What follows belongs to an exercise in optimizing a design on an open flow for small area and a short achievable clock period; a production flow would make more cautious choices. Only simulation tests tie the RTL to the original design; equivalence was not proved. No activity file was given, so power comes from the tool's default toggle rates. The flow treats the clock pin as an ideal source, which a real chip does not have.

## flow/design.v

```verilog
module ml_demodulator_lane #(parameter LANE = 0) (
    input             clk,
    input             bwe,         
    input             rb,          
    input             sen,         
    input      [1:0]  sk,          
    input      [1:0]  sp,          
    input      [3:0]  eo,          
    input      [10:0] t_s, t_c,    
    input      [10:0] dpos, dneg,  
    input      [1:0]  sel_j,       
    output reg [5:0]  s_out,
    output     [10:0] p1,
    output     [7:0]  s1
);
    wire e_l4 = (eo == 4'd1), e_c1 = (eo == 4'd2), e_c2 = (eo == 4'd3), e_c3 = (eo == 4'd4);
    wire e_c4 = (eo == 4'd5), e_c5 = (eo == 4'd6), e_d1 = (eo == 4'd7), e_d2 = (eo == 4'd8);
    wire e_d3 = (eo == 4'd9), e_cb = (eo == 4'd11), e_it = (eo == 4'd12), e_c31 = (eo == 4'd13);
    wire e_mrg = (eo == 4'd10) | e_cb | e_it | e_c31;
    reg  [10:0] s_temp [0:3];
    reg  [10:0] min_PED_1st, min_PED_2nd, min_PED_3rd, min_PED_temp, min_PED_temp2;
    reg  [1:0]  d1_76, d2_76, d3_76;
    reg  [3:0]  d1_h, d2_h, d3_h, dt_h, dt2_h;      
    reg         d1_0, d2_0, d3_0, dt_0, dt2_0;      
    wire [7:0]  s_fianl_1st   = {d1_76, d1_h, LANE[0], d1_0};
    wire [7:0]  s_fianl_2nd   = {d2_76, d2_h, LANE[0], d2_0};
    wire [7:0]  s_fianl_3rd   = {d3_76, d3_h, LANE[0], d3_0};
    wire [7:0]  s_final_temp  = {2'b00, dt_h, LANE[0], dt_0};
    wire [7:0]  s_final_temp2 = {2'b00, dt2_h, LANE[0], dt2_0};
    assign p1 = min_PED_1st;
    assign s1 = s_fianl_1st;
    always @(*) begin
        case (sel_j)
            2'd0: s_out = s_fianl_1st[5:0];
            2'd1: s_out = s_fianl_2nd[5:0];
            default: s_out = s_fianl_3rd[5:0];
        endcase
    end
    reg [10:0] b_s, b_c;
    always @(posedge clk) if (bwe) begin b_s <= t_s; b_c <= t_c; end
    wire [10:0] rx = rb ? dneg : dpos;
    wire [10:0] e  = b_s + b_c + ~rx + 11'd1;
    reg  [10:0] er;
    always @(posedge clk) er <= e;
    wire [9:0]  u = er[9:0];
    wire [19:0] sq_diag;
    genvar gi;
    generate
        for (gi = 0; gi < 10; gi = gi + 1) begin : g_diag
            assign sq_diag[2*gi] = u[gi];
            assign sq_diag[2*gi+1] = (gi == 5) ? er[10] : 1'b0;    
        end
    endgenerate
    wire [19:0] sq_r0 = ({10'd0, u[9:1] & {9{u[0]}}} << 2);
    wire [19:0] sq_r1 = ({10'd0, u[9:2] & {8{u[1]}}} << 4);
    wire [19:0] sq_r2 = ({10'd0, u[9:3] & {7{u[2]}}} << 6);
    wire [19:0] sq_r3 = ({10'd0, u[9:4] & {6{u[3]}}} << 8);
    wire [19:0] sq_r4 = ({10'd0, u[9:5] & {5{u[4]}}} << 10);
    wire [19:0] sq_r5 = ({10'd0, u[9:6] & {4{u[5]}}} << 12);
    wire [19:0] sq_r6 = ({10'd0, u[9:7] & {3{u[6]}}} << 14);
    wire [19:0] sq_r7 = ({10'd0, u[9:8] & {2{u[7]}}} << 16);
    wire [19:0] sq_r8 = ({10'd0, u[9:9] & {1{u[8]}}} << 18);
    wire [19:0] sq_sg = er[10] ? {~u[8:0], 11'd0} : 20'd0;
    wire [19:0] sqt_s1 = sq_diag ^ sq_r0 ^ sq_r1;
    wire [19:0] sqt_m1 = (sq_diag & sq_r0) | (sq_diag & sq_r1) | (sq_r0 & sq_r1);
    wire [19:0] sqt_c1 = {sqt_m1[18:0], 1'b0};
    wire [19:0] sqt_s2 = sq_r2 ^ sq_r3 ^ sq_r4;
    wire [19:0] sqt_m2 = (sq_r2 & sq_r3) | (sq_r2 & sq_r4) | (sq_r3 & sq_r4);
    wire [19:0] sqt_c2 = {sqt_m2[18:0], 1'b0};
    wire [19:0] sqt_s3 = sq_r5 ^ sq_r6 ^ sq_r7;
    wire [19:0] sqt_m3 = (sq_r5 & sq_r6) | (sq_r5 & sq_r7) | (sq_r6 & sq_r7);
    wire [19:0] sqt_c3 = {sqt_m3[18:0], 1'b0};
    wire [19:0] sqt_s4 = sqt_s1 ^ sqt_c1 ^ sqt_s2;
    wire [19:0] sqt_m4 = (sqt_s1 & sqt_c1) | (sqt_s1 & sqt_s2) | (sqt_c1 & sqt_s2);
    wire [19:0] sqt_c4 = {sqt_m4[18:0], 1'b0};
    wire [19:0] sqt_s5 = sqt_c2 ^ sqt_s3 ^ sqt_c3;
    wire [19:0] sqt_m5 = (sqt_c2 & sqt_s3) | (sqt_c2 & sqt_c3) | (sqt_s3 & sqt_c3);
    wire [19:0] sqt_c5 = {sqt_m5[18:0], 1'b0};
    wire [19:0] sqt_s6 = sqt_s4 ^ sqt_c4 ^ sqt_s5;
    wire [19:0] sqt_m6 = (sqt_s4 & sqt_c4) | (sqt_s4 & sqt_s5) | (sqt_c4 & sqt_s5);
    wire [19:0] sqt_c6 = {sqt_m6[18:0], 1'b0};
    wire [19:0] sqt_s7 = sqt_c5 ^ sq_r8 ^ sq_sg;
    wire [19:0] sqt_m7 = (sqt_c5 & sq_r8) | (sqt_c5 & sq_sg) | (sq_r8 & sq_sg);
    wire [19:0] sqt_c7 = {sqt_m7[18:0], 1'b0};
    wire [19:0] sqt_s8 = sqt_s6 ^ sqt_c6 ^ sqt_s7;
    wire [19:0] sqt_m8 = (sqt_s6 & sqt_c6) | (sqt_s6 & sqt_s7) | (sqt_c6 & sqt_s7);
    wire [19:0] sqt_c8 = {sqt_m8[18:0], 1'b0};
    wire [19:0] sqt_s9 = sqt_s8 ^ sqt_c8 ^ sqt_c7;
    wire [19:0] sqt_m9 = (sqt_s8 & sqt_c8) | (sqt_s8 & sqt_c7) | (sqt_c8 & sqt_c7);
    wire [19:0] sqt_c9 = {sqt_m9[18:0], 1'b0};
    wire [9:0] sq_lo = {1'b0, sqt_s9[8:0]} + {1'b0, sqt_c9[8:0]};
    reg  [10:0] q_s, q_c;
    reg         q_ci;
    always @(posedge clk) begin
        q_s  <= sqt_s9[19:9];
        q_c  <= sqt_c9[19:9];
        q_ci <= sq_lo[9];
    end
    reg  [10:0] pa;
    always @(*) begin
        case (sp)
            2'd0: pa = 11'd0;
            2'd1: pa = min_PED_1st;
            2'd2: pa = min_PED_2nd;
            default: pa = min_PED_3rd;
        endcase
    end
    wire [10:0] a1 = sk[1] ? (sk[0] ? s_temp[1] : s_temp[0]) : pa;
    wire [10:0] a2 = sk[0] ? s_temp[3] : s_temp[2];
    wire [10:0] x1s = a1 ^ q_s ^ q_c;
    wire [10:0] x1m = (a1 & q_s) | (a1 & q_c) | (q_s & q_c);
    wire [10:0] x2s = a2 ^ q_s ^ q_c;
    wire [10:0] x2m = (a2 & q_s) | (a2 & q_c) | (q_s & q_c);
    wire [10:0] o1 = x1s + {x1m[9:0], 1'b0} + {10'd0, q_ci};
    wire [10:0] o2 = x2s + {x2m[9:0], 1'b0} + {10'd0, q_ci};
    always @(posedge clk) if (sen) begin
        case (sk)
            2'd0: begin s_temp[0] <= o1; s_temp[1] <= o1; end
            2'd1: begin s_temp[2] <= o1; s_temp[3] <= o1; end
            2'd2: begin s_temp[0] <= o1; s_temp[2] <= o2; end
            default: begin s_temp[1] <= o1; s_temp[3] <= o2; end
        endcase
    end
    wire lt01 = s_temp[0] < s_temp[1], lt02 = s_temp[0] < s_temp[2], lt03 = s_temp[0] < s_temp[3];
    wire lt12 = s_temp[1] < s_temp[2], lt13 = s_temp[1] < s_temp[3], lt23 = s_temp[2] < s_temp[3];
    wire eq01 = s_temp[0] == s_temp[1], eq02 = s_temp[0] == s_temp[2], eq03 = s_temp[0] == s_temp[3];
    wire eq12 = s_temp[1] == s_temp[2], eq13 = s_temp[1] == s_temp[3], eq23 = s_temp[2] == s_temp[3];
    wire lt10 = ~lt01 & ~eq01, lt20 = ~lt02 & ~eq02, lt30 = ~lt03 & ~eq03;
    wire lt21 = ~lt12 & ~eq12, lt31 = ~lt13 & ~eq13, lt32 = ~lt23 & ~eq23;
    reg [1:0] C1_1st, C1_3rd, C1_temp;
    always @(*) begin
        C1_1st = 2'd0; C1_3rd = 2'd0; C1_temp = 2'd0;
        if(lt01 && lt02 && lt03)
        begin
        C1_1st = 2'd0;
        if(lt13 && lt23)
        begin
        C1_3rd = 2'd1;
        C1_temp = 2'd2;
        end
        else if(lt12 && lt32)
        begin
        C1_3rd = 2'd1;
        C1_temp = 2'd3;
        end
        else
        begin
        C1_3rd = 2'd2;
        C1_temp = 2'd3;
        end
        end
        else if(lt10 && lt12 && lt13)
        begin
        C1_1st = 2'd1;
        if(lt03 && lt23)
        begin
        C1_3rd = 2'd0;
        C1_temp = 2'd2;
        end
        else if(lt02 && lt32)
        begin
        C1_3rd = 2'd0;
        C1_temp = 2'd3;
        end
        else
        begin
        C1_3rd = 2'd2;
        C1_temp = 2'd3;
        end
        end
        else if(lt20 && lt21 && lt23)
        begin
        C1_1st = 2'd2;
        if(lt03 && lt13)
        begin
        C1_3rd = 2'd0;
        C1_temp = 2'd1;
        end
        else if(lt10 && lt03)
        begin
        C1_3rd = 2'd1;
        C1_temp = 2'd3;
        end
        else
        begin
        C1_3rd = 2'd0;
        C1_temp = 2'd3;
        end
        end
        else
        begin
        C1_1st = 2'd3;
        if(lt02 && lt12)
        begin
        C1_3rd = 2'd0;
        C1_temp = 2'd1;
        end
        else if(lt01 && lt21)
        begin
        C1_3rd = 2'd0;
        C1_temp = 2'd2;
        end
        else
        begin
        C1_3rd = 2'd2;
        C1_temp = 2'd1;
        end
        end
    end
    reg [1:0] C2_2nd, C2_temp2;
    always @(*) begin
        C2_2nd = 2'd0; C2_temp2 = 2'd0;
        if(lt01 && lt02 && lt03)
        begin
        C2_2nd = 2'd0;
        if(lt12 && lt13)
        begin
        C2_temp2 = 2'd1;
        end
        else if(lt21 && lt23)
        begin
        C2_temp2 = 2'd2;
        end
        else
        begin
        C2_temp2 = 2'd3;
        end
        end
        else if(lt10 && lt12 && lt13)
        begin
        C2_2nd = 2'd1;
        if(lt02 && lt03)
        begin
        C2_temp2 = 2'd0;
        end
        else if(lt20 && lt23)
        begin
        C2_temp2 = 2'd2;
        end
        else
        begin
        C2_temp2 = 2'd3;
        end
        end
        else if(lt20 && lt21 && lt23)
        begin
        C2_2nd = 2'd2;
        if(lt01 && lt03)
        begin
        C2_temp2 = 2'd0;
        end
        else if(lt10 && lt13)
        begin
        C2_temp2 = 2'd1;
        end
        else
        begin
        C2_temp2 = 2'd3;
        end
        end
        else
        begin
        C2_2nd = 2'd3;
        if(lt01 && lt02)
        begin
        C2_temp2 = 2'd0;
        end
        else if(lt10 && lt12)
        begin
        C2_temp2 = 2'd1;
        end
        else
        begin
        C2_temp2 = 2'd2;
        end
        end
    end
    reg [1:0] C3_1st, C3_temp;
    always @(*) begin
        C3_1st = 2'd0; C3_temp = 2'd0;
        if(lt01 && lt02 && lt03)
        begin
        C3_1st = 2'd0;
        if(lt12 && lt13)
        begin
        C3_temp = 2'd1;
        end
        else if(lt21 && lt23)
        begin
        C3_temp = 2'd2;
        end
        else
        begin
        C3_temp = 2'd3;
        end
        end
        else if(lt10 && lt12 && lt13)
        begin
        C3_1st = 2'd1;
        if(lt02 && lt03)
        begin
        C3_temp = 2'd0;
        end
        else if(lt20 && lt23)
        begin
        C3_temp = 2'd2;
        end
        else
        begin
        C3_temp = 2'd3;
        end
        end
        else if(lt20 && lt21 && lt23)
        begin
        C3_1st = 2'd2;
        if(lt01 && lt03)
        begin
        C3_temp = 2'd0;
        end
        else if(lt10 && lt13)
        begin
        C3_temp = 2'd1;
        end
        else
        begin
        C3_temp = 2'd3;
        end
        end
        else
        begin
        C3_1st = 2'd3;
        if(lt01 && lt02)
        begin
        C3_temp = 2'd0;
        end
        else if(lt10 && lt12)
        begin
        C3_temp = 2'd1;
        end
        else
        begin
        C3_temp = 2'd2;
        end
        end
    end
    reg [1:0] C4_2nd, C4_temp2;
    always @(*) begin
        C4_2nd = 2'd0; C4_temp2 = 2'd0;
        if(lt01 && lt02 && lt03)
        begin
        C4_2nd = 2'd0;
        if(lt12 && lt13)
        begin
        C4_temp2 = 2'd1;
        end
        else if(lt21 && lt23)
        begin
        C4_temp2 = 2'd2;
        end
        else
        begin
        C4_temp2 = 2'd3;
        end
        end
        else if(lt10 && lt12 && lt13)
        begin
        C4_2nd = 2'd1;
        if(lt02 && lt03)
        begin
        C4_temp2 = 2'd0;
        end
        else if(lt20 && lt23)
        begin
        C4_temp2 = 2'd2;
        end
        else
        begin
        C4_temp2 = 2'd3;
        end
        end
        else if(lt20 && lt21 && lt23)
        begin
        C4_2nd = 2'd2;
        if(lt01 && lt03)
        begin
        C4_temp2 = 2'd0;
        end
        else if(lt10 && lt13)
        begin
        C4_temp2 = 2'd1;
        end
        else
        begin
        C4_temp2 = 2'd3;
        end
        end
        else
        begin
        C4_2nd = 2'd3;
        if(lt01 && lt02)
        begin
        C4_temp2 = 2'd0;
        end
        else if(lt10 && lt12)
        begin
        C4_temp2 = 2'd1;
        end
        else
        begin
        C4_temp2 = 2'd2;
        end
        end
    end
    reg [1:0] C5_3rd, C5_temp2;
    always @(*) begin
        C5_3rd = 2'd0; C5_temp2 = 2'd0;
        if(lt01 && lt02 && lt03)
        begin
        C5_3rd = 2'd0;
        if(lt12 && lt13)
        begin
        C5_temp2 = 2'd1;
        end
        else if(lt21 && lt23)
        begin
        C5_temp2 = 2'd2;
        end
        else
        begin
        C5_temp2 = 2'd3;
        end
        end
        else if(lt10 && lt12 && lt13)
        begin
        C5_3rd = 2'd1;
        if(lt02 && lt03)
        begin
        C5_temp2 = 2'd0;
        end
        else if(lt20 && lt23)
        begin
        C5_temp2 = 2'd2;
        end
        else
        begin
        C5_temp2 = 2'd3;
        end
        end
        else if(lt20 && lt21 && lt23)
        begin
        C5_3rd = 2'd2;
        if(lt01 && lt03)
        begin
        C5_temp2 = 2'd0;
        end
        else if(lt10 && lt13)
        begin
        C5_temp2 = 2'd1;
        end
        else
        begin
        C5_temp2 = 2'd3;
        end
        end
        else
        begin
        C5_3rd = 2'd3;
        if(lt01 && lt02)
        begin
        C5_temp2 = 2'd0;
        end
        else if(lt10 && lt12)
        begin
        C5_temp2 = 2'd1;
        end
        else
        begin
        C5_temp2 = 2'd2;
        end
        end
    end
    reg [1:0] D1_1st;
    always @(*) begin
        D1_1st = 2'd0;
        if(lt01 && lt02 && lt03)
        begin
        D1_1st = 2'd0;
        end
        else if(lt10 && lt12 && lt13)
        begin
        D1_1st = 2'd1;
        end
        else if(lt20 && lt21 && lt23)
        begin
        D1_1st = 2'd2;
        end
        else
        begin
        D1_1st = 2'd3;
        end
    end
    reg [1:0] D2_2nd;
    always @(*) begin
        D2_2nd = 2'd0;
        if(lt01 && lt02 && lt03)
        begin
        D2_2nd = 2'd0;
        end
        else if(lt10 && lt12 && lt13)
        begin
        D2_2nd = 2'd1;
        end
        else if(lt20 && lt21 && lt23)
        begin
        D2_2nd = 2'd2;
        end
        else
        begin
        D2_2nd = 2'd3;
        end
    end
    reg [1:0] D3_3rd;
    always @(*) begin
        D3_3rd = 2'd0;
        if(lt01 && lt02 && lt03)
        begin
        D3_3rd = 2'd0;
        end
        else if(lt10 && lt12 && lt13)
        begin
        D3_3rd = 2'd1;
        end
        else if(lt20 && lt21 && lt23)
        begin
        D3_3rd = 2'd2;
        end
        else
        begin
        D3_3rd = 2'd3;
        end
    end
    wire [1:0] iM  = e_l4 ? (LANE ? 2'd2 : 2'd0) : C1_1st;
    wire [1:0] iX2 = e_l4 ? (LANE ? 2'd3 : 2'd1) : (e_c1 ? C1_3rd : C2_temp2);
    wire [1:0] iX3 = C1_temp;
    wire       ps1 = e_c1 | e_c3 | e_d1;
    wire       ps2 = e_c2 | e_c4 | e_d2;
    wire [4:0] par = ps1 ? {d1_h, d1_0} : (ps2 ? {d2_h, d2_0} : {d3_h, d3_0});
    wire       f32 = e_c1 | e_c2;        
    wire [10:0] vM  = s_temp[iM];
    wire [10:0] vX2 = s_temp[iX2];
    wire [10:0] vX3 = s_temp[iX3];
    wire [4:0]  nM  = f32 ? {par[4:3], iM,  par[0]} : {iM,  par[2:1], par[0]};
    wire [4:0]  nX2 = f32 ? {par[4:3], iX2, par[0]} : {iX2, par[2:1], par[0]};
    wire [4:0]  nX3 = {par[4:3], iX3, par[0]};
    wire        mIT = e_it;
    wire        mCB = e_cb;
    wire [10:0] mA = min_PED_1st, mB = min_PED_2nd;
    wire [10:0] mC = mIT ? min_PED_temp : min_PED_3rd;
    wire [10:0] mT = mCB ? min_PED_temp : min_PED_temp2;
    wire [4:0]  mS = mCB ? {dt_h, dt_0} : {dt2_h, dt2_0};
    wire gAB = mB < mA, gAC = mC < mA, gBC = mC < mB;
    wire eAB = mA == mB, eAC = mA == mC, eBC = mB == mC;
    wire gBA = ~gAB & ~eAB, gCA = ~gAC & ~eAC, gCB = ~gBC & ~eBC;
    wire amax = gAB & gAC, bmax = gBA & gBC, cmax = gCA & gCB;
    wire repA = amax & (mT < mA);
    wire repB = ~amax & bmax & (mT < mB);
    wire repC = ~amax & ~bmax & cmax & (mT < mC);
    wire c31a = gAB & gCB;            
    wire c31b = ~c31a & gAC & gBC;    
    wire mg   = e_mrg & ~e_c31;
    wire rA   = mg & repA, rB = mg & repB, rC3 = mg & repC & ~mIT, rCT = mg & repC & mIT;
    wire c3a  = e_c31 & c31a, c3b = e_c31 & c31b;
    wire p1m  = e_l4 | e_c1 | e_c3 | e_d1;
    wire p2m  = e_c2 | e_c4 | e_d2;
    wire p3m  = e_c5 | e_d3;
    wire s1n  = e_c1 | e_c3;
    wire s2n  = e_c2 | e_c4;
    wire t2x  = e_c2 | e_c4 | e_c5;
    wire en1  = p1m | rA | c3a | c3b;
    wire en2  = p2m | e_l4 | rB;
    wire en3  = p3m | e_c1 | rC3;
    wire enT  = e_c1 | e_c3 | rCT;
    wire [10:0] nP1 = ({11{p1m}} & vM) | ({11{rA}} & mT) | ({11{c3a}} & min_PED_2nd) | ({11{c3b}} & min_PED_3rd);
    wire [10:0] nP2 = ({11{p2m}} & vM) | ({11{e_l4}} & vX2) | ({11{rB}} & mT);
    wire [10:0] nP3 = ({11{p3m}} & vM) | ({11{e_c1}} & vX2) | ({11{rC3}} & mT);
    wire [10:0] nPT = ({11{e_c1}} & vX3) | ({11{e_c3}} & vX2) | ({11{rCT}} & mT);
    wire [4:0]  nS1 = ({5{s1n}} & nM) | ({5{rA}} & mS) | ({5{c3a}} & {d2_h, d2_0}) | ({5{c3b}} & {d3_h, d3_0});
    wire [4:0]  nS2 = ({5{s2n}} & nM) | ({5{e_l4}} & 5'b00001) | ({5{rB}} & mS);
    wire [4:0]  nS3 = ({5{e_c5}} & nM) | ({5{e_c1}} & nX2) | ({5{rC3}} & mS);
    wire [4:0]  nST = ({5{e_c1}} & nX3) | ({5{e_c3}} & nX2) | ({5{rCT}} & mS);
    wire [1:0]  n76 = ({2{e_d1}} & iM) | ({2{c3a}} & d2_76) | ({2{c3b}} & d3_76);
    always @(posedge clk) begin
        if (en1) min_PED_1st <= nP1;
        if (en2) min_PED_2nd <= nP2;
        if (en3) min_PED_3rd <= nP3;
        if (enT) min_PED_temp <= nPT;
        if (t2x) min_PED_temp2 <= vX2;
        if (e_l4 | s1n | rA | c3a | c3b) {d1_h, d1_0} <= nS1;
        if (e_l4 | s2n | rB) {d2_h, d2_0} <= nS2;
        if (e_c5 | e_c1 | rC3) {d3_h, d3_0} <= nS3;
        if (enT) {dt_h, dt_0} <= nST;
        if (t2x) {dt2_h, dt2_0} <= nX2;
        if (e_d1 | c3a | c3b) d1_76 <= n76;
        if (e_d2) d2_76 <= iM;
        if (e_d3) d3_76 <= iM;
    end
endmodule
module ml_demodulator(
    i_clk,
    i_reset,
    i_trig,
    i_y_hat,
    i_r,
    i_rd_rdy,
    o_rd_vld,
    o_llr,
    o_hard_bit
);
    input i_clk;
    input i_reset;
    input i_trig;
    input [159:0] i_y_hat;
    input [319:0] i_r;
    input i_rd_rdy;
    output o_rd_vld;
    output [7:0] o_llr;
    output o_hard_bit;
    reg [10:0] y4i, y4r, y3i, y3r, y2i, y2r, y1i, y1r;
    reg [10:0] ch [0:15];
    reg       busy;
    reg [5:0] cyc;
    always @(posedge i_clk or posedge i_reset) begin
        if (i_reset) begin
            busy <= 1'b0;
            cyc  <= 6'd0;
        end else if (i_trig) begin
            busy <= 1'b1;
            cyc  <= 6'd0;
        end else if (busy) begin
            cyc  <= cyc + 6'd1;
            if (cyc == 6'd57) busy <= 1'b0;
        end
    end
    reg [21-1:0] cw_next, cw;
    always @(*) begin
        cw_next = 21'h1800;
        if (busy) begin
            case (cyc)
            6'd0: cw_next = 21'h12000;
            6'd1: cw_next = 21'hbc00;
            6'd2: cw_next = 21'h18200;
            6'd3: cw_next = 21'h680;
            6'd4: cw_next = 21'h81b00;
            6'd5: cw_next = 21'h90380;
            6'd6: cw_next = 21'h88c02;
            6'd7: cw_next = 21'h98220;
            6'd8: cw_next = 21'ha0ea0;
            6'd9: cw_next = 21'hb0320;
            6'd10: cw_next = 21'ha8fa0;
            6'd11: cw_next = 21'hb8244;
            6'd12: cw_next = 21'h26c0;
            6'd13: cw_next = 21'h3340;
            6'd14: cw_next = 21'h43c0;
            6'd15: cw_next = 21'h5006;
            6'd16: cw_next = 21'h1014;
            6'd17: cw_next = 21'h16;
            6'd18: cw_next = 21'h0;
            6'd19: cw_next = 21'h100800;
            6'd20: cw_next = 21'h116000;
            6'd21: cw_next = 21'h10fc00;
            6'd22: cw_next = 21'h118220;
            6'd23: cw_next = 21'h120ea0;
            6'd24: cw_next = 21'h130320;
            6'd25: cw_next = 21'h128fa0;
            6'd26: cw_next = 21'h138248;
            6'd27: cw_next = 21'h140ec0;
            6'd28: cw_next = 21'h150340;
            6'd29: cw_next = 21'h148fc0;
            6'd30: cw_next = 21'h15826a;
            6'd31: cw_next = 21'h26f8;
            6'd32: cw_next = 21'h3378;
            6'd33: cw_next = 21'h43f8;
            6'd34: cw_next = 21'h500c;
            6'd35: cw_next = 21'h1014;
            6'd36: cw_next = 21'h16;
            6'd37: cw_next = 21'h0;
            6'd38: cw_next = 21'h180800;
            6'd39: cw_next = 21'h190000;
            6'd40: cw_next = 21'h188c00;
            6'd41: cw_next = 21'h198220;
            6'd42: cw_next = 21'h1a0ea0;
            6'd43: cw_next = 21'h1b0320;
            6'd44: cw_next = 21'h1a8fa0;
            6'd45: cw_next = 21'h1b824e;
            6'd46: cw_next = 21'h1c0ec0;
            6'd47: cw_next = 21'h1d0340;
            6'd48: cw_next = 21'h1c8fc0;
            6'd49: cw_next = 21'h1d8270;
            6'd50: cw_next = 21'h6e0;
            6'd51: cw_next = 21'h360;
            6'd52: cw_next = 21'h3e0;
            6'd53: cw_next = 21'h12;
            6'd54: cw_next = 21'h1a;
            6'd55: cw_next = 21'h0;
            6'd56: cw_next = 21'h1;
            6'd57: cw_next = 21'h1800;
                default: cw_next = 21'h1800;
            endcase
        end
    end
    always @(posedge i_clk) cw <= cw_next;
    wire [1:0] k_lay = cw[20:19];
    wire [1:0] k_j = cw[18:17];
    wire [0:0] k_lane = cw[16:16];
    wire [0:0] k_part = cw[15:15];
    wire [2:0] k_slot = cw[14:12];
    wire [0:0] k_bwe = cw[11:11];
    wire [0:0] k_rb = cw[10:10];
    wire [0:0] k_sen = cw[9:9];
    wire [1:0] k_sk = cw[8:7];
    wire [1:0] k_sp = cw[6:5];
    wire [3:0] k_eo = cw[4:1];
    wire [0:0] k_fin = cw[0:0];
    reg [10:0] cwp;     
    always @(posedge i_clk) cwp <= {k_bwe, k_rb, k_sen, k_sk, k_sp, k_eo};
    wire [10:0] cx = ch[0];
    wire [10:0] cx1 = {cx[10], cx[10:1]};
    wire [10:0] cx3 = {{3{cx[10]}}, cx[10:3]};
    wire [10:0] cx4 = {{4{cx[10]}}, cx[10:4]};
    wire [10:0] cpos = cx1 + cx3 + cx4;
    wire [1:0]  ccor = {1'b0, ~cx[0]} + {1'b0, ~|cx[2:0]} + {1'b0, ~|cx[3:0]};
    wire        cmin = (cx == 11'h400);
    wire [10:0] cneg = cmin ? cpos : (~cx1 + ~cx3 + ~cx4 + {9'd0, ccor});
    reg [10:0] dP, dN, f1rP, f1rN, f1iP, f1iN;
    wire [10:0] f3rP = ch[12], f3rN = ch[13], f3iP = ch[14], f3iN = ch[15];
    always @(posedge i_clk) begin
        case (k_slot)
            3'd1: begin dP   <= cpos; dN   <= cneg; end
            3'd2: begin f1rP <= cpos; f1rN <= cneg; end
            3'd3: begin f1iP <= cpos; f1iN <= cneg; end
            default: ;
        endcase
    end
    wire       ch_sh = (k_slot != 3'd0);
    wire       ch_tail = ch_sh & (cyc < 6'd6);
    integer ci;
    always @(posedge i_clk) begin
        if (~busy) begin
        ch[0] <= i_r[319:309];    
        ch[1] <= i_r[279:269];    
        ch[2] <= i_r[299:289];    
        ch[3] <= i_r[179:169];    
        ch[4] <= i_r[239:229];    
        ch[5] <= i_r[259:249];    
        ch[6] <= i_r[139:129];    
        ch[7] <= i_r[159:149];    
        ch[8] <= i_r[79:69];    
        ch[9] <= i_r[39:29];    
        ch[10] <= i_r[59:49];    
        ch[11] <= i_r[199:189];    
        ch[12] <= i_r[219:209];    
        ch[13] <= i_r[99:89];    
        ch[14] <= i_r[119:109];    
        ch[15] <= i_r[19:9];    
        end else begin
            if (ch_sh) for (ci = 0; ci < 12; ci = ci + 1) ch[ci] <= ch[ci + 1];
            if (k_slot == 3'd6) begin ch[12] <= cpos; ch[13] <= cneg; end
            else if (k_slot == 3'd7) begin ch[14] <= cpos; ch[15] <= cneg; end
            else if (ch_tail) for (ci = 12; ci < 15; ci = ci + 1) ch[ci] <= ch[ci + 1];
        end
    end
    always @(posedge i_clk) begin
        if (~busy) begin
            y4i <= i_y_hat[159:149]; y4r <= i_y_hat[139:129];
            y3i <= i_y_hat[119:109]; y3r <= i_y_hat[ 99: 89];
            y2i <= i_y_hat[ 79: 69]; y2r <= i_y_hat[ 59: 49];
            y1i <= i_y_hat[ 39: 29]; y1r <= i_y_hat[ 19:  9];
        end else begin
            if (k_slot == 3'd4) begin y4r <= cpos; y3r <= cneg; end
            if (k_slot == 3'd5) begin y4i <= cpos; y3i <= cneg; end
        end
    end
    wire [10:0] f2rP = y4r, f2iP = y4i, f2rN = y3r, f2iN = y3i;
    reg [5:0] tf2_next, tf2;
    always @(*) begin
        tf2_next = 6'h2;
        if (busy) begin
            case (cyc)
                6'd0: tf2_next = 6'h1;
                6'd1: tf2_next = 6'h3;
                6'd2: tf2_next = 6'h0;
                6'd3: tf2_next = 6'h10;
                6'd4: tf2_next = 6'h12;
                6'd5: tf2_next = 6'h11;
                6'd6: tf2_next = 6'h13;
                6'd7: tf2_next = 6'h14;
                6'd8: tf2_next = 6'h16;
                6'd9: tf2_next = 6'h15;
                6'd10: tf2_next = 6'h17;
                6'd11: tf2_next = 6'h0;
                6'd12: tf2_next = 6'h0;
                6'd13: tf2_next = 6'h0;
                6'd14: tf2_next = 6'h0;
                6'd15: tf2_next = 6'h0;
                6'd16: tf2_next = 6'h0;
                6'd17: tf2_next = 6'h0;
                6'd18: tf2_next = 6'h20;
                6'd19: tf2_next = 6'h22;
                6'd20: tf2_next = 6'h21;
                6'd21: tf2_next = 6'h23;
                6'd22: tf2_next = 6'h24;
                6'd23: tf2_next = 6'h26;
                6'd24: tf2_next = 6'h25;
                6'd25: tf2_next = 6'h27;
                6'd26: tf2_next = 6'h28;
                6'd27: tf2_next = 6'h2a;
                6'd28: tf2_next = 6'h29;
                6'd29: tf2_next = 6'h2b;
                6'd30: tf2_next = 6'h0;
                6'd31: tf2_next = 6'h0;
                6'd32: tf2_next = 6'h0;
                6'd33: tf2_next = 6'h0;
                6'd34: tf2_next = 6'h0;
                6'd35: tf2_next = 6'h0;
                6'd36: tf2_next = 6'h0;
                6'd37: tf2_next = 6'h30;
                6'd38: tf2_next = 6'h32;
                6'd39: tf2_next = 6'h31;
                6'd40: tf2_next = 6'h33;
                6'd41: tf2_next = 6'h34;
                6'd42: tf2_next = 6'h36;
                6'd43: tf2_next = 6'h35;
                6'd44: tf2_next = 6'h37;
                6'd45: tf2_next = 6'h38;
                6'd46: tf2_next = 6'h3a;
                6'd47: tf2_next = 6'h39;
                6'd48: tf2_next = 6'h3b;
                6'd49: tf2_next = 6'h0;
                6'd50: tf2_next = 6'h0;
                6'd51: tf2_next = 6'h0;
                6'd52: tf2_next = 6'h0;
                6'd53: tf2_next = 6'h0;
                6'd54: tf2_next = 6'h0;
                6'd55: tf2_next = 6'h0;
                6'd56: tf2_next = 6'h0;
                6'd57: tf2_next = 6'h2;
                default: tf2_next = 6'h2;
            endcase
        end
    end
    always @(posedge i_clk) tf2 <= tf2_next;
    wire [1:0] n_lay = tf2[5:4];
    wire [1:0] n_j = tf2[3:2];
    wire       n_lane = tf2[1];
    wire       n_part = tf2[0];
    wire [5:0] s_n, s_p;
    wire [5:0] ns = (n_lay == 2'd1) ? {4'd0, n_lane, n_j[0]} : (n_lane ? s_p : s_n);
    wire ng1 = (n_lay != 2'd0), ng2 = n_lay[1], ng3 = (n_lay == 2'd3);
    reg  a1s, b1s, a2s, b2s, a3s, b3s, g1, g2, g3;
    always @(posedge i_clk) begin
        a1s <= n_part ? ns[0] : ns[1];
        b1s <= n_part ? ns[1] : ns[0];
        a2s <= n_part ? ns[2] : ns[3];
        b2s <= n_part ? ns[3] : ns[2];
        a3s <= n_part ? ns[4] : ns[5];
        b3s <= n_part ? ns[5] : ns[4];
        g1 <= ng1; g2 <= ng2; g3 <= ng3;
    end
    wire [10:0] va1 = {11{g1}} & (a1s ? f1rN : f1rP);
    wire [10:0] vb1 = {11{g1}} & (b1s ? f1iN : f1iP);
    wire [10:0] va2 = {11{g2}} & (a2s ? f2rN : f2rP);
    wire [10:0] vb2 = {11{g2}} & (b2s ? f2iN : f2iP);
    wire [10:0] va3 = {11{g3}} & (a3s ? f3rN : f3rP);
    wire [10:0] vb3 = {11{g3}} & (b3s ? f3iN : f3iP);
    reg  [10:0] t_y;
    always @(*) begin
        case ({k_lay, k_part})
            3'b000: t_y = y4r; 3'b001: t_y = y4i;
            3'b010: t_y = y3r; 3'b011: t_y = y3i;
            3'b100: t_y = y2r; 3'b101: t_y = y2i;
            3'b110: t_y = y1r; default: t_y = y1i;
        endcase
    end
    wire [10:0] t_a1 = ~va1, t_a2 = ~va2, t_a3 = ~va3;
    wire [10:0] t_b1 = k_part ? ~vb1 : vb1;
    wire [10:0] t_b2 = k_part ? ~vb2 : vb2;
    wire [10:0] t_b3 = k_part ? ~vb3 : vb3;
    wire [10:0] t_k  = k_part ? 11'd6 : 11'd3;
    wire [10:0] trt_s10 = t_y ^ t_a1 ^ t_a2;
    wire [10:0] trt_m10 = (t_y & t_a1) | (t_y & t_a2) | (t_a1 & t_a2);
    wire [10:0] trt_c10 = {trt_m10[9:0], 1'b0};
    wire [10:0] trt_s11 = t_a3 ^ t_b1 ^ t_b2;
    wire [10:0] trt_m11 = (t_a3 & t_b1) | (t_a3 & t_b2) | (t_b1 & t_b2);
    wire [10:0] trt_c11 = {trt_m11[9:0], 1'b0};
    wire [10:0] trt_s12 = trt_s10 ^ trt_c10 ^ trt_s11;
    wire [10:0] trt_m12 = (trt_s10 & trt_c10) | (trt_s10 & trt_s11) | (trt_c10 & trt_s11);
    wire [10:0] trt_c12 = {trt_m12[9:0], 1'b0};
    wire [10:0] trt_s13 = trt_c11 ^ t_b3 ^ t_k;
    wire [10:0] trt_m13 = (trt_c11 & t_b3) | (trt_c11 & t_k) | (t_b3 & t_k);
    wire [10:0] trt_c13 = {trt_m13[9:0], 1'b0};
    wire [10:0] trt_s14 = trt_s12 ^ trt_c12 ^ trt_s13;
    wire [10:0] trt_m14 = (trt_s12 & trt_c12) | (trt_s12 & trt_s13) | (trt_c12 & trt_s13);
    wire [10:0] trt_c14 = {trt_m14[9:0], 1'b0};
    wire [10:0] trt_s15 = trt_s14 ^ trt_c14 ^ trt_c13;
    wire [10:0] trt_m15 = (trt_s14 & trt_c14) | (trt_s14 & trt_c13) | (trt_c14 & trt_c13);
    wire [10:0] trt_c15 = {trt_m15[9:0], 1'b0};
    wire [10:0] p1_n, p1_p;
    wire [7:0]  s1_n, s1_p;
    ml_demodulator_lane #(.LANE(0)) lane_n (
        .clk(i_clk), .bwe(k_bwe & ~k_lane), .rb(k_rb), .sen(k_sen), .sk(k_sk), .sp(k_sp), .eo(k_eo),
        .t_s(trt_s15), .t_c(trt_c15), .dpos(dP), .dneg(dN),
        .sel_j(n_j), .s_out(s_n), .p1(p1_n), .s1(s1_n));
    ml_demodulator_lane #(.LANE(1)) lane_p (
        .clk(i_clk), .bwe(cwp[10] & k_lane), .rb(cwp[9]), .sen(cwp[8]), .sk(cwp[7:6]), .sp(cwp[5:4]), .eo(cwp[3:0]),
        .t_s(trt_s15), .t_c(trt_c15), .dpos(dP), .dneg(dN),
        .sel_j(n_j), .s_out(s_p), .p1(p1_p), .s1(s1_p));
    wire        fin  = busy & k_fin;
    wire        win  = (p1_n < p1_p);
    wire [7:0]  w_m  = win ? p1_n[8:1] : p1_p[8:1];
    wire [7:0]  w_s  = win ? s1_n : s1_p;
    reg  [7:0]  q_m [0:14];
    reg  [7:0]  q_sb [0:14];
    reg  [3:0]  wp, rp, cnt;
    reg  [2:0]  oi;
    reg         vld, pnd;
    reg  [7:0]  llr;
    wire        full = (cnt == 4'd15);
    wire        wr   = (fin | pnd) & ~full;
    always @(posedge i_clk) if (wr) begin
        q_m[wp]  <= w_m;
        q_sb[wp] <= w_s;
    end
    wire [7:0] h_m  = q_m[rp];
    wire [7:0] h_s  = q_sb[rp];
    wire       h_b  = h_s[~oi];
    wire [7:0] h_l  = h_b ? (h_m - 8'h7f) : (8'h7f - h_m);
    wire       free = ~vld | i_rd_rdy;
    wire       avail = (cnt != 4'd0);
    wire       pop  = free & avail;
    wire       done = pop & (oi == 3'd7);
    always @(posedge i_clk or posedge i_reset) begin
        if (i_reset) begin
            wp <= 4'd0; rp <= 4'd0; cnt <= 4'd0; oi <= 3'd0; vld <= 1'b0; pnd <= 1'b0;
        end else begin
            if (wr) wp <= (wp == 4'd14) ? 4'd0 : wp + 4'd1;
            if (done) rp <= (rp == 4'd14) ? 4'd0 : rp + 4'd1;
            cnt <= cnt + {3'd0, wr} - {3'd0, done};
            pnd <= (fin | pnd) & full;
            if (pop) oi <= oi + 3'd1;
            if (free) vld <= avail;
        end
    end
    always @(posedge i_clk) if (pop) llr <= h_l;
    assign o_rd_vld   = vld;
    assign o_llr      = llr;
    assign o_hard_bit = llr[7];
endmodule
```

## flow/standard.sh

```bash
#!/bin/bash
# synth_recipe.tcl (not shown) runs the flow's synth.tcl, then flattens the netlist and writes it again
# the make line also repeats each setting of config.mk as NAME=value (left out here)
make -C /OpenROAD-flow-scripts/flow DESIGN_CONFIG=/design/flow/config.mk WORK_HOME=/design/flow/orfs CLKGATE_MAP_FILE= SYNTH_SCRIPT=/design/flow/synth_recipe.tcl "${@:-finish}"
```

## flow/flow/run.sh

```bash
#!/bin/bash
set -euo pipefail
cd "$(dirname "$0")/.."
bash standard.sh synth > flow_synth.log 2>&1
bash standard.sh SETUP_SLACK_MARGIN=7.0 \
  'CTS_ARGS=-sink_clustering_enable -repair_clock_nets -dont_use_dummy_load -sink_clustering_size 30 -sink_clustering_max_diameter 150' \
  finish > flow_layout.log 2>&1
```

## flow/constraint.sdc

```tcl
create_clock -name core_clock -period 11.0 [get_ports {i_clk}]
set_input_delay 2.2000 -clock core_clock [delete_from_list [all_inputs] [get_ports {i_clk}]]
set_output_delay 2.2000 -clock core_clock [all_outputs]
set_load 0.01 [all_outputs]
```

## flow/config.mk

```make
export PLATFORM = sky130hd
export DESIGN_NAME = ml_demodulator
export DESIGN_NICKNAME = ml_demodulator
export VERILOG_FILES = /design/flow/design.v
export SDC_FILE = /design/flow/constraint.sdc
export NUM_CORES = 8
export LEC_CHECK = 0
export CAP_MARGIN = 20
export CORE_MARGIN = 2
export CORE_UTILIZATION = 60
export PLACE_DENSITY = 0.7
export SETUP_SLACK_MARGIN = 5
export SLEW_MARGIN = 20
```

==> summary.txt, run 1 <==
* Accumulated negative setup slack at 0 ps
* R2R setup slack at 6950 ps
* I/O Buffers at 277
* CP max stage delay at 450 ps
* Vias in the first global route at 43500
* Lkg Pwr at 28.3 nW
* Crit share post-route at 0.368
* H-tree Lvls at 2
* GPL Wtd Cong at 0.933
* Reg clk slew, reported paths at 120 ps
* Total Wirelength at 171 mm
* FP Rows at 118
* Clock skew at 66.7 ps
* Dominant synthesized flop cell: edfxtp_1
* Initial antenna violation count at 5
* Mean post-synth cell area at 11.6 um^2
* Mapped Area at 0.0631 mm^2
* Yosys warns at 6
* Dpl hpwl at 124 mm
* Hold path depth at 0
* WHS Endpoint: cwp[10]
* Post-DRT Antenna Nets at 0
* First-pass DRT Iterations at 7
* Number of hold violations in the final report at 0
* Yosys cell types at 95
* Largest net degree at the start of global routing at 193
* Number of flops mapped to enable cells by yosys at 878
* Place WS at 5470 ps
* CP Cell Sequence: nand2_1, o21ai_1, a221o_2, o21ai_4, fa_1, inv_1, ha_2, inv_2, fa_2, nor2b_1, o21ai_1, a21boi_1, o21ai_1, a21boi_1, o21ai_1, a21boi_1, o21a_1, buf_4, nor2_1, xor2_1
* Final setup viols at 0
* WP data required at 11370 ps
* Cells on worst reg2reg path at 20
* TritonCTS Buffers at 39
* Congestion Overflow GR at 0
* TritonCTS clock tree: built
* Measured slew at the worst slew-check pin at 1190 ps
* First-pass GRT wire length at 257 mm
* CP max-delay cell: edfxtp_1
* Die Footprint at 0.108 mm^2
* Reg2reg start: lane_n.min_PED_3rd[0]
* Worst EP arrival at 4420 ps
* Hold Startpoint: cw[11]
* CP max FO at 3
* Area grow syn2layout at 12.9%
* DIE WIDTH at 328 um
* # IOs at 494
* Initial core utilization at 0.607
* Filler cells at 7844
* DRC violations left at 0
* Syn Nets at 6613
* Setup CP Type: reg -> reg
* Critical R2R Capture: lane_n.s_temp[1][10]
* Max-cap violations at 0
* Pwr dens at 289 mW/mm^2
* Total track usage at 0.309
* Clk buf depth at 3
* Nature of the critical path endpoint: flop
* CP dominant cell by count: o21ai_1
* Count of hold-fix buffers inserted at cts at 0
* Flops & latches, synth at 1015
* Skew-Pair Late Insertion Delay at 680 ps
* Vias/cell at 6.21
* Startpoint type of the worst setup path: flop
* Clock Sinks at 1015
* Clk root buf: clkbuf_16
* Async S/R FF share, synth at 0.0236
* Setup crit start: lane_n.min_PED_3rd[0]
* Max Freq at 0.247 GHz
* Min Tclk post-route at 4050 ps
* Status: complete, no violations
* Sequential fraction of the synthesis area at 0.463
* Syn Inst Count at 5463
* Nets at 6940
* Hold/Removal Path Class: reg -> reg
* Commonest non-fill, non-tap cells in the layout: 878 x edfxtp_1, 521 x inv_1, 479 x ha_1
* RSZ-0062 raised after global routing: true
* Starting DRT DRC Count at 4593
* Slew margin rel. at 0.209
* Via count at 44500
* Commonest non-fill, non-tap cell in the layout: edfxtp_1
* Critical path depth at 20
* Peak supply drop at 0.000389 V
* Share of layout cells above drive strength 1 at 0.162
* DR WL/cell at 23.8 um
* Core Footprint at 0.104 mm^2
* Slew Viols, Final at 0
* Die H at 328 um
* PnR worst setup slack at 6950 ps
* CP top delay family: compound AO/OA/AOI/OAI gates
* Buf+Inv Stages, Crit Path at 3
-- power by group --
part | total (W) | leakage [nW] | switching (W) | internal (W)
logic | 0.0125 | 18.4 | 0.00727 | 0.00524
registers | 0.00628 | 9.40 | 0.000544 | 0.00573
clock network | 0.00181 | 0.481 | 0.00117 | 0.000645
-- worst max-delay path by stage --
| stage | end |
|---|---|
| floorplan | lane_n.d1_0 |
| global placement | lane_n.s_temp[3][10] |
| detailed placement | lane_n.s_temp[3][10] |
| CTS | lane_n.s_temp[3][10] |
| global route | lane_n.s_temp[3][10] |
| finish | lane_n.s_temp[1][10] |
-- synth_stat cells, drive strengths merged, types with 11 or more instances --
cell    instances  area share
edfxtp        878        0.42
or2            27      0.0027
dfxtp         113       0.036
nor2          275       0.016
a21oi         244       0.019
nor3           43      0.0035
nor2b          88      0.0087
mux4           73       0.026
mux2          260       0.046
o22ai          36      0.0036
nand4          38      0.0038
inv           531       0.032
ha            482       0.096
nand3          77      0.0061
fa            184       0.058
o21bai         11      0.0013
xnor2         102       0.014
o21ai         321       0.025
a211o          12      0.0017
o21a           71      0.0084
a211oi         24      0.0029
nand2         416       0.025
o221ai         64      0.0089
a221oi         30      0.0043
a221o          36      0.0057
a21o           45      0.0054
and4           12      0.0017
mux2i         223       0.036
a41oi          17      0.0027
o211ai         33      0.0040
a22oi          30      0.0036
xor2           24      0.0033
o221a          23      0.0041
a21boi         27      0.0032
nand2b         33      0.0033
dfrtp          24      0.0095
a32oi          15      0.0021
a31oi          24      0.0024
buf            54      0.0046
and2           94      0.0093
clkbuf        194       0.012
a222oi         15      0.0024
-- cell families after synthesis --
kind of cell / Yosys count / synth area share
simple gates: 1169 / 0.0881
buf+inv: 784 / 0.0480
compound gates: 1147 / 0.122
flops: 1015 / 0.463
mux: 556 / 0.108
fa+ha+maj: 666 / 0.154
xor+xnor: 126 / 0.0175
-- per-layer routing --
| metal | GRT usage | share of wire | up-vias |
|---|---|---|---|
| li1 | - | - | 20600 |
| met1 | 0.436 | 0.42 | 21800 |
| met2 | 0.508 | 0.48 | 1807 |
| met3 | 0.0377 | 0.069 | 263 |
| met4 | 0.0860 | 0.031 | 0 |
| met5 | 0 | 0 | - |
-- final cells by class --
cell class | count | area [um^2] | area share
inverter | 536 | 2030 | 0.0284
clock buffer | 39 | 976 | 0.0137
antenna | 5 | 12.5 | 0.000176
sequential | 1015 | 29300 | 0.411
timing repair buffer | 529 | 5010 | 0.0702
multi-input combinational | 3669 | 32200 | 0.452
tap | 1380 | 1730 | 0.0242
-- repair_timing --
item,CTS,global route
cloned,4,7
buffers inserted,69,106
pin swaps,36,80
gates resized for setup,175,198
endpoints found under the setup margin,457,338
-- per-stage QoR --
stage,hold WS [ps],instance area [um^2],utilization,total power (W),std cells
2_1_floorplan,324,63200,-,0.0137,5463
3_3_place_gp,343,67300,0.648,0.0172,6940
3_5_place_dp,351,67300,0.648,0.0175,6941
4_1_cts,377,69600,0.669,0.0198,7053
5_1_grt,388,71300,0.686,0.0221,7171
6_report,376,71300,0.686,0.0206,7173
-- worst register-to-register path: stages, from the launching register on --
cell and delay (ps):
edfxtp_1 450, nand2_1 80, o21ai_1 50, a221o_2 440
o21ai_4 110, fa_1 430, inv_1 70, ha_2 180
inv_2 40, fa_2 340, nor2b_1 110, o21ai_1 90
a21boi_1 190, o21ai_1 110, a21boi_1 210, o21ai_1 120
a21boi_1 200, o21a_1 180, buf_4 130, nor2_1 40
xor2_1 180
-- flip-flops by register name (all words and copies together) (netlist names), 19 cells and up --
name	cells
ch	176
cw	19
lane_n.s_temp	44
lane_p.s_temp	44
q_m	120
q_sb	120
==> run 2, diff against run 1 <==
==> flow/flow/run.sh (replaced) <==
#!/bin/bash
set -euo pipefail
cd "$(dirname "$0")/.."
bash standard.sh synth > flow_synth.log 2>&1
bash standard.sh SETUP_SLACK_MARGIN=7.0 \
  'CTS_ARGS=-sink_clustering_enable -repair_clock_nets -dont_use_dummy_load -sink_clustering_size 16 -sink_clustering_max_diameter 100' \
  finish > flow_layout.log 2>&1
==> run 2 against run 1 <==
  * Die area stayed put
  * Largest cell class unchanged
  * Critical path depth is 1 lower
  * Area after synthesis stayed put
  * Critical path type unchanged
==> summary.txt, run 2 <==
* H-tree Lvls at 3
* Skew-Pair Late Insertion Delay at 670 ps
* Yosys warns at 6
* Synth top cells by count: 878 x edfxtp_1, 531 x inv_1, 482 x ha_1, 416 x nand2_1, 317 x o21ai_0
* Dominant synthesized flop cell: edfxtp_1
* Core Footprint at 0.104 mm^2
* I/O Buffers at 277
* Vias in the first global route at 43900
* Vias/cell at 6.23
* FP Rows at 118
* DIE WIDTH at 328 um
* Post-DRT Antenna Nets at 0
* Clock Sinks at 1015
* Reg2reg start: lane_p.min_PED_3rd[0]
* Setup crit start: lane_p.min_PED_3rd[0]
* Total Wirelength at 172 mm
* Syn Inst Count at 5463
* TritonCTS Buffers at 74
* Hold Startpoint: cw[11]
* # IOs at 494
* Syn Nets at 6613
* Hold path depth at 0
* Final setup viols at 0
* Clk buf depth at 3
* Total track usage at 0.313
* Top reg by flops: ch
* Max FFs per register at 176
* Yosys cell types at 95
* Dpl hpwl at 124 mm
* Clk root buf: clkbuf_16
* Nature of the critical path endpoint: flop
* Flops & latches, synth at 1015
* Yosys top cell area share at 0.418
* DR WL/cell at 23.9 um
* Accumulated negative setup slack at 0 ps
* Die Footprint at 0.108 mm^2
* Synth area leader: edfxtp_1
* Sequential fraction of the synthesis area at 0.463
* Congestion Overflow GR at 0
* Nets at 6965
* Measured slew at the worst slew-check pin at 1130 ps
* Slew margin rel. at 0.246
* Commonest non-fill, non-tap cells in the layout: 878 x edfxtp_1, 521 x inv_1, 477 x ha_1
* Clock skew at 60.1 ps
* Count leader, synth: edfxtp_1
* Mean post-synth cell area at 11.6 um^2
* Initial core utilization at 0.607
* Slew Viols, Final at 0
* Die H at 328 um
* Worst EP arrival at 4400 ps
* Max-cap violations at 0
* Hold/Removal Path Class: reg -> reg
* Cells on worst reg2reg path at 19
* Setup CP Type: reg -> reg
* Reg clk slew, reported paths at 80 ps
* GPL Wtd Cong at 0.933
* Async S/R FF share, synth at 0.0236
* Share of layout cells above drive strength 1 at 0.164
* Initial antenna violation count at 7
* Number of hold violations in the final report at 0
* Status: complete, no violations
* Mapped Area at 0.0631 mm^2
* DRC violations left at 0
* Min Tclk post-route at 4030 ps
* Area grow syn2layout at 14.1%
* Filler cells at 7770
* Top flop regs: ch x176, q_m x120, q_sb x120
* CP max FO at 5
* Peak supply drop at 0.000389 V
* Startpoint type of the worst setup path: flop
* Via count at 44800
* TritonCTS clock tree: built
* Starting DRT DRC Count at 4529
* Max Freq at 0.248 GHz
* WP data required at 11370 ps
* Lkg Pwr at 28.6 nW
* Pwr dens at 293 mW/mm^2
* Final core utilization at 0.693
* First-pass DRT Iterations at 8
* Largest net degree at the start of global routing at 193
* Crit share post-route at 0.366
* First-pass GRT wire length at 259 mm
* RSZ-0062 raised after global routing: true
* Commonest non-fill, non-tap cell in the layout: edfxtp_1
* Top post-synthesis cells by area: edfxtp_1 42%, ha_1 9.6%, fa_1 5.8%, mux2_2 4.6%, dfxtp_1 3.6%
* Number of flops mapped to enable cells by yosys at 878
## run 2: worst max-delay path, cell delays in order (launching register included)
cell      delay [ps]
edfxtp_1         440
nand2_1           90
o21ai_1           60
a221o_1          420
o21ai_2          120
fa_1             430
inv_1             70
ha_2             180
inv_2             40
fa_2             340
nor2b_1          120
o21ai_1          100
a21boi_1         210
o21ai_1          130
a21boi_1         210
o21ai_1          130
a21boi_1         240
o21a_1           220
or4_1            150
nand4_1           90
## run 2: kinds of logic after synthesis
group | count (synthesis) | synth area share
AOI/OAI and AO/OA | 1147 | 0.122
xor gates and xnor gates | 126 | 0.0175
adders and majority gates | 666 | 0.154
buffers and inverters | 784 | 0.0480
DFF | 1015 | 0.463
muxes | 556 | 0.108
and+or+nand+nor | 1169 | 0.0881
## run 2: routing by layer
layer	wire [um]	part of all wire	GRT usage
met5	13	0.000075	0
met2	82400	0.48	0.515
met4	5220	0.030	0.0833
met3	12300	0.071	0.0432
met1	72300	0.42	0.437
## run 2: power by group
group          switching [W]  internal [W]
Sequential          0.000550       0.00574
Clock                0.00129       0.00119
Combinational        0.00721       0.00514
## run 2: path summary, 6_finish.rpt
| check | slack (ps) | end |
|---|---|---|
| min reg2reg | 360 | cwp[10] |
| max | 6970 | lane_p.s_temp[2][10] |
| max in group asynchronous | 8690 | busy |
| max reg2reg | 6970 | lane_p.s_temp[2][10] |
| min in group asynchronous | 1960 | wp[2] |
| min | 360 | cwp[10] |
## run 2: cell type report
type | count | area (um^2) | share of cell area
diodes | 3 | 7.51 | 0.000104
clock buffers | 74 | 1850 | 0.0257
inverters | 536 | 2020 | 0.0281
multi-input cells | 3667 | 32200 | 0.447
flip-flops and latches | 1015 | 29300 | 0.407
well taps | 1380 | 1730 | 0.0240
repair buffers | 521 | 4950 | 0.0688
## run 2: what timing repair did
action / 4_1_cts / 5_1_grt
hold buffers: 0 / 0
gates resized for setup: 181 / 180
setup buffers: 79 / 88
setup endpoints to repair: 459 / 329
gates cloned: 6 / 3
pin swaps: 37 / 74
## run 2: per-stage QoR
stage | power (W) | cells | setup WS (ps) | hold WS (ps) | area, um^2
6_report | 0.0211 | 7196 | 6970 | 365 | 72000
5_1_grt | 0.0226 | 7196 | 6830 | 380 | 72000
4_1_cts | 0.0205 | 7100 | 6950 | 369 | 70600
3_5_place_dp | 0.0175 | 6941 | 5470 | 351 | 67300
3_3_place_gp | 0.0172 | 6940 | 5530 | 343 | 67300
2_1_floorplan | 0.0137 | 5463 | 7010 | 324 | 63200
==> run 3, diff against run 2 <==
==> flow/flow/run.sh (replaced) <==
#!/bin/bash
set -euo pipefail
cd "$(dirname "$0")/.."
bash standard.sh synth > flow_synth.log 2>&1
bash standard.sh SETUP_SLACK_MARGIN=7.1 \
  'CTS_ARGS=-sink_clustering_enable -repair_clock_nets -dont_use_dummy_load -sink_clustering_size 20 -sink_clustering_max_diameter 120' \
  finish > flow_layout.log 2>&1
==> run 3 against run 2 <==
  * First-iteration DRC count is 8.3% higher
  * Clock-buffer cell count is 18 lower
  * Synthesized cell count stayed put
  * Final cell count is 1.3% higher
  * Area after synthesis stayed put
  * Maximum frequency is 2.9% lower
  * Largest power group unchanged
  * Via count is 2.3% higher
  * Clock power is 14% lower
  * Sequential power is 0.6% lower
  * Global-route usage is 0.43 points higher
  * Highest routed layer is now met4
  * Critical path depth is 1 lower
==> summary.txt, run 3 <==
* Status: complete, no violations
* Hold/Removal Path Class: reg -> reg
* Reg2reg start: cw[5]
* Count leader, synth: edfxtp_1
* Commonest non-fill, non-tap cells in the layout: 878 x edfxtp_1, 507 x inv_1, 469 x ha_1
* Reg clk slew, reported paths at 80 ps
* Peak supply drop at 0.000458 V
* First-pass GRT wire length at 262 mm
* # IOs at 494
* Pwr dens at 295 mW/mm^2
* WP data required at 11510 ps
* Mapped Area at 0.0631 mm^2
* DRC violations left at 0
* Cells on worst reg2reg path at 18
* Final setup viols at 0
* R2R setup slack at 6850 ps
* Min Tclk post-route at 4150 ps
* Total track usage at 0.317
* CP max-delay cell: or4_1
* Via count at 45900
* Post-DRT Antenna Nets at 0
* Sequential fraction of the synthesis area at 0.463
* Worst EP arrival at 4660 ps
* Number of hold violations in the final report at 0
* TritonCTS clock tree: built
* Clock Sinks at 1015
* Count of hold-fix buffers inserted at cts at 0
* Slew Viols, Final at 0
* Setup CP Type: reg -> reg
* Nature of the critical path endpoint: flop
* Clock skew at 96.2 ps
* Dpl hpwl at 127 mm
* Async S/R FF share, synth at 0.0236
* Share of layout cells above drive strength 1 at 0.193
* Top post-synthesis cells by area: edfxtp_1 42%, ha_1 9.6%, fa_1 5.8%, mux2_2 4.6%, dfxtp_1 3.6%
* Buf+Inv Stages, Crit Path at 5
* Vias in the first global route at 43800
* Top reg by flops: ch
* Yosys top cell area share at 0.418
* Largest net degree at the start of global routing at 133
* Syn Nets at 6613
* DR WL/cell at 24.3 um
* Dominant synthesized flop cell: edfxtp_1
* CP top delay family: compound AO/OA/AOI/OAI gates
* Die H at 328 um
* Hold path depth at 0
* Max FFs per register at 176
* First-pass DRT Iterations at 7
* Synth top cells by count: 878 x edfxtp_1, 531 x inv_1, 482 x ha_1, 416 x nand2_1, 317 x o21ai_0
* Clk root buf: clkbuf_16
* Die Footprint at 0.108 mm^2
* TritonCTS Buffers at 56
* Area grow syn2layout at 15.9%
* Initial core utilization at 0.607
* WHS Endpoint: cwp[10]
* Critical R2R Capture: lane_n.s_temp[2][10]
* Synth area leader: edfxtp_1
* Congestion Overflow GR at 0
* Clk buf depth at 3
* I/O Buffers at 277
* Nets at 7053
* Slew margin rel. at 0.230
* Number of flops mapped to enable cells by yosys at 878
* Commonest non-fill, non-tap cell in the layout: edfxtp_1
* Startpoint type of the worst setup path: flop
* H-tree Lvls at 2
* FP Rows at 118
* Mean post-synth cell area at 11.6 um^2
* Lkg Pwr at 29.1 nW
* Flops & latches, synth at 1015
* CP Cell Sequence: buf_12, nor2b_1, buf_4, buf_4, buf_4, a221o_1, o21ai_2, fa_1, inv_1, ha_1, a21boi_2, o21ai_2, a21boi_2, o21ai_2, a21boi_2, o21a_2, or4_1, nand4_1
* Crit share post-route at 0.377
* Measured slew at the worst slew-check pin at 1150 ps
* Yosys warns at 6
* Yosys cell types at 95
* Accumulated negative setup slack at 0 ps
* Initial antenna violation count at 9
* Vias/cell at 6.29
* Total Wirelength at 177 mm
* Max-cap violations at 0
* RSZ-0062 raised after global routing: true
* Core Footprint at 0.104 mm^2
* Top flop regs: ch x176, q_m x120, q_sb x120
* Syn Inst Count at 5463
* Final core utilization at 0.704
* GPL Wtd Cong at 0.957
* Max Freq at 0.241 GHz
* Critical path depth at 18
* CP max FO at 8
* CP max stage delay at 520 ps
* Starting DRT DRC Count at 4907
* Skew-Pair Late Insertion Delay at 730 ps
* DIE WIDTH at 328 um
* Hold Startpoint: cw[11]
-- run 3: cell types whose count changed in the layout (fill, tap and decap cells not counted), sizes merged, moves of 2 or more --
cell / change
buf: +99
clkbuf: -15
diode: +6
inv: -3
clkinv: +2
-- run 3: layout make-up --
type	instances	area, um^2
sequential	1015	29300
timing repair buffer	624	5880
antenna	9	22.5
tap	1380	1730
clock buffer	56	1400
multi-input combinational	3670	32800
inverter	536	2020
fill	7499	30800
-- run 3: worst reg2reg max path: stages, from the launching register on --
cell and delay, ps:
dfxtp_4 350, buf_12 130, nor2b_1 130, buf_4 130, buf_4 130, buf_4 160
a221o_1 430, o21ai_2 140, fa_1 440, inv_1 80, ha_1 280, a21boi_2 190
o21ai_2 150, a21boi_2 90, o21ai_2 200, a21boi_2 100, o21a_2 240, or4_1 520
nand4_1 90
-- run 3: cell families (layout without fill, tap and decap cells) --
kind of cell,Yosys count,after routing,share of synthesized area
mux,556,556,0.108
buf+inv,784,1216,0.0480
fa+ha+maj,666,666,0.154
flops,1015,1015,0.463
simple gates,1169,1172,0.0881
compound gates,1147,1150,0.122
other cells,0,9,0
xor+xnor,126,126,0.0175
-- run 3: routing by layer --
metal,GRT usage,vias up,share of wire
met1,0.448,22600,0.41
met4,0.0889,0,0.029
met2,0.523,2132,0.48
met3,0.0329,281,0.075
met5,0,-,0
li1,-,20900,-
-- run 3: report_power, final --
group	switching, W	total (W)	internal (W)
clock	0.00123	0.00213	0.000902
combinational	0.00753	0.0132	0.00564
sequential	0.000518	0.00625	0.00574
total	0.00928	0.0216	0.0123
-- run 3: worst max-delay path by stage --
| stage | endpoint | startpoint | slack, ps |
|---|---|---|---|
| 2_1_floorplan | lane_n.d1_0 | cw[3] | 7100 |
| 3_3_place_gp | lane_n.d1_h[2] | cw[3] | 5270 |
| 3_5_place_dp | lane_n.d1_h[2] | cw[3] | 5240 |
| 4_1_cts | lane_n.s_temp[0][10] | cw[5] | 6930 |
| 5_1_grt | lane_n.s_temp[0][10] | cw[5] | 6680 |
| 6_report | lane_n.s_temp[2][10] | cw[5] | 6850 |
-- run 3: repair_timing --
action / in CTS / in global routing
setup endpoints to repair: 521 / 354
gates resized for setup: 269 / 256
pin swaps: 84 / 127
buffers inserted: 119 / 141
gates cloned: 9 / 8
-- run 3: per-stage QoR --
| step | instances | power, W | hold slack [ps] | setup slack (ps) | cell area [um^2] |
|---|---|---|---|---|---|
| 4_1_cts | 7130 | 0.0204 | 296 | 6930 | 70800 |
| 5_1_grt | 7290 | 0.0229 | 309 | 6680 | 73200 |
| 2_1_floorplan | 5463 | 0.0137 | 324 | 7100 | 63300 |
| 3_5_place_dp | 6946 | 0.0175 | 335 | 5240 | 67400 |
| 3_3_place_gp | 6946 | 0.0172 | 342 | 5270 | 67400 |
| 6_report | 7290 | 0.0216 | 300 | 6850 | 73200 |
==> run 4, diff against run 3 <==
==> flow/flow/run.sh (replaced) <==
#!/bin/bash
set -euo pipefail
cd "$(dirname "$0")/.."
bash standard.sh synth > flow_synth.log 2>&1
bash standard.sh SETUP_SLACK_MARGIN=6.9 \
  'CTS_ARGS=-sink_clustering_enable -repair_clock_nets -dont_use_dummy_load -sink_clustering_size 20 -sink_clustering_max_diameter 120' \
  finish > flow_layout.log 2>&1
==> run 4 against run 3 <==
  * Critical endpoint is now lane_p.min_PED_temp[1]
  * Setup slack gained 27 ps
  * Via count shrank 3.0%
  * Highest routed layer is now met5
  * Worst hold slack gained 53 ps
  * Sequential cell count is the same
  * Critical path depth shrank 4
  * Cell area shrank 2.5%
  * Still clean
  * Critical path type unchanged
  * Global-route usage shrank 0.76 points
==> summary.txt, run 4 <==
* Status: complete, no violations
* Congestion Overflow GR at 0
* Vias/cell at 6.21
* Mapped Area at 0.0631 mm^2
* Initial antenna violation count at 7
* Clock Sinks at 1015
* Vias in the first global route at 43100
* Skew-Pair Late Insertion Delay at 720 ps
* Nature of the critical path endpoint: flop
* TritonCTS Buffers at 56
* Die Footprint at 0.108 mm^2
* Top reg by flops: ch
* First-pass GRT wire length at 257 mm
* Accumulated negative setup slack at 0 ps
* Setup CP Type: reg -> reg
* Top flop regs: ch x176, q_m x120, q_sb x120
* Critical R2R Capture: lane_p.min_PED_temp[1]
* Async S/R FF share, synth at 0.0236
* Crit share post-route at 0.375
* Yosys warns at 6
* Total Wirelength at 171 mm
* H-tree Lvls at 2
* Syn Inst Count at 5463
* Lkg Pwr at 28.3 nW
* Measured slew at the worst slew-check pin at 1120 ps
* R2R setup slack at 6880 ps
* Max FFs per register at 176
* Initial core utilization at 0.607
* WHS Endpoint: cwp[10]
* Number of hold violations in the final report at 0
* Cells on worst reg2reg path at 14
* Via count at 44500
* Final setup viols at 0
* Post-DRT Antenna Nets at 0
* Commonest non-fill, non-tap cells in the layout: 878 x edfxtp_1, 521 x inv_1, 478 x ha_1
* Commonest non-fill, non-tap cell in the layout: edfxtp_1
* Largest net degree at the start of global routing at 133
* First-pass DRT Iterations at 9
* GPL Wtd Cong at 0.966
* Flops & latches, synth at 1015
* Peak supply drop at 0.000365 V
* DR WL/cell at 23.8 um
* Yosys top cell area share at 0.418
* PnR Total Power at 0.0208 W
* Max-cap violations at 0
* Clock skew at 81.2 ps
* DRC violations left at 0
* Sequential fraction of the synthesis area at 0.463
* Clk root buf: clkbuf_16
* Clk buf depth at 3
* FP Rows at 118
* Nets at 6932
* Count leader, synth: edfxtp_1
* Starting DRT DRC Count at 4530
* Die H at 328 um
* RSZ-0062 raised after global routing: true
* # IOs at 494
* Yosys cell types at 95
* I/O Buffers at 277
* Number of flops mapped to enable cells by yosys at 878
* TritonCTS clock tree: built
* Reg2reg start: lane_p.s_temp[0][10]
* Max Freq at 0.242 GHz
* Min Tclk post-route at 4120 ps
* Synth area leader: edfxtp_1
* Hold path depth at 0
* Final core utilization at 0.686
* CP max FO at 9
* Startpoint type of the worst setup path: flop
* Hold/Removal Path Class: reg -> reg
* Syn Nets at 6613
* Count of hold-fix buffers inserted at cts at 0
* Slew margin rel. at 0.253
* Area grow syn2layout at 13.0%
* Hold Startpoint: cw[11]
* Filler cells at 7796
* WP data required at 11370 ps
* Core Footprint at 0.104 mm^2
* Slew Viols, Final at 0
* Worst EP arrival at 4500 ps
* Dominant synthesized flop cell: edfxtp_1
* Dpl hpwl at 125 mm
* Mean post-synth cell area at 11.6 um^2
* Pwr dens at 291 mW/mm^2
* Synth top cells by count: 878 x edfxtp_1, 531 x inv_1, 482 x ha_1, 416 x nand2_1, 317 x o21ai_0
* DIE WIDTH at 328 um
* Reg clk slew, reported paths at 90 ps
* Top post-synthesis cells by area: edfxtp_1 42%, ha_1 9.6%, fa_1 5.8%, mux2_2 4.6%, dfxtp_1 3.6%
* Total track usage at 0.309
* Share of layout cells above drive strength 1 at 0.159
[run 4: cell counts after synthesis]
Identical to the previous run, type by type.
[run 4: cell families (layout without fill, tap and decap cells)]
kind of cell | after synthesis | after routing | share of synthesized area
xor gates and xnor gates | 126 | 126 | 0.0175
adders and majority gates | 666 | 666 | 0.154
DFF | 1015 | 1015 | 0.463
AOI/OAI and AO/OA | 1147 | 1147 | 0.122
muxes | 556 | 556 | 0.108
and+or+nand+nor | 1169 | 1171 | 0.0881
other | 0 | 6 | 0
buffers and inverters | 784 | 1099 | 0.0480
[run 4: cell type report]
class	instances	area [um^2]	share of cell area
Multi-Input combinational cell	3666	32100	0.450
Clock buffer	56	1400	0.0196
Sequential cell	1015	29300	0.411
Tap cell	1380	1730	0.0242
Antenna cell	6	15.0	0.000211
Inverter	536	2020	0.0283
Timing Repair Buffer	507	4780	0.0670
[run 4: report_power, final]
part           switching, W  internal, W  total, W
combinational       0.00716      0.00521    0.0124
clock               0.00120     0.000901   0.00210
sequential         0.000562      0.00574   0.00630
total               0.00893       0.0119    0.0208
[run 4: what timing repair did]
| item | in CTS | in global routing |
|---|---|---|
| gates resized for setup | 162 | 190 |
| gates cloned | 2 | 6 |
| endpoints found under the hold margin | 0 | 0 |
| setup buffers | 48 | 105 |
| pin swaps | 28 | 66 |
| setup endpoints to repair | 427 | 334 |
[run 4: how the worst max path moves through the flow]
| stage | startpoint | endpoint | cells past startpoint |
|---|---|---|---|
| 3_5_place_dp | cw[3] | lane_n.d1_0 | 13 |
| 6_report | lane_p.s_temp[0][10] | lane_p.min_PED_temp[1] | 14 |
| 4_1_cts | lane_n.s_temp[3][4] | lane_n.min_PED_temp[0] | 13 |
| 3_3_place_gp | cw[3] | lane_n.min_PED_1st[8] | 13 |
| 2_1_floorplan | cw[1] | lane_n.dt_0 | 15 |
| 5_1_grt | cwp[6] | lane_p.s_temp[3][10] | 17 |
[run 4: layer usage]
metal | share of wire | track usage | vias to the layer above
met5 | 0.000047 | 0 | -
met4 | 0.032 | 0.0901 | 2
met3 | 0.070 | 0.0338 | 295
met2 | 0.48 | 0.507 | 1784
met1 | 0.42 | 0.438 | 21800
li1 | - | - | 20600
[run 4: per-stage QoR]
step / worst slack (ps) / hold slack, ps / instance area, um^2 / instances
detailed placement: 5310 / 337 / 67300 / 6941
floorplan: 6940 / 324 / 63200 / 5463
global placement: 5420 / 339 / 67300 / 6941
CTS: 6890 / 354 / 69600 / 7047
global route: 6800 / 369 / 71300 / 7165
finish: 6880 / 353 / 71300 / 7166
[run 4: critical path, cell delays in order, from the launching register on]
cell and delay, ps:
edfxtp_1 500, ha_1 370, nand4_1 290, a211oi_4 410, a2111oi_4 90, buf_4 180, nor2_4 150, a21boi_0 140
a21boi_1 180, a221o_1 390, a221oi_4 330, buf_6 180, buf_12 170, mux2i_2 270, o221ai_1 160

Setup slack of run 4, layout unchanged: 6.875 ns with ideal ports, 6.875 ns with driving cells assumed (clock clkbuf_16, inputs buf_2), 6.521 ns with port delays also shifted by the 0.752 ns mid clock arrival.
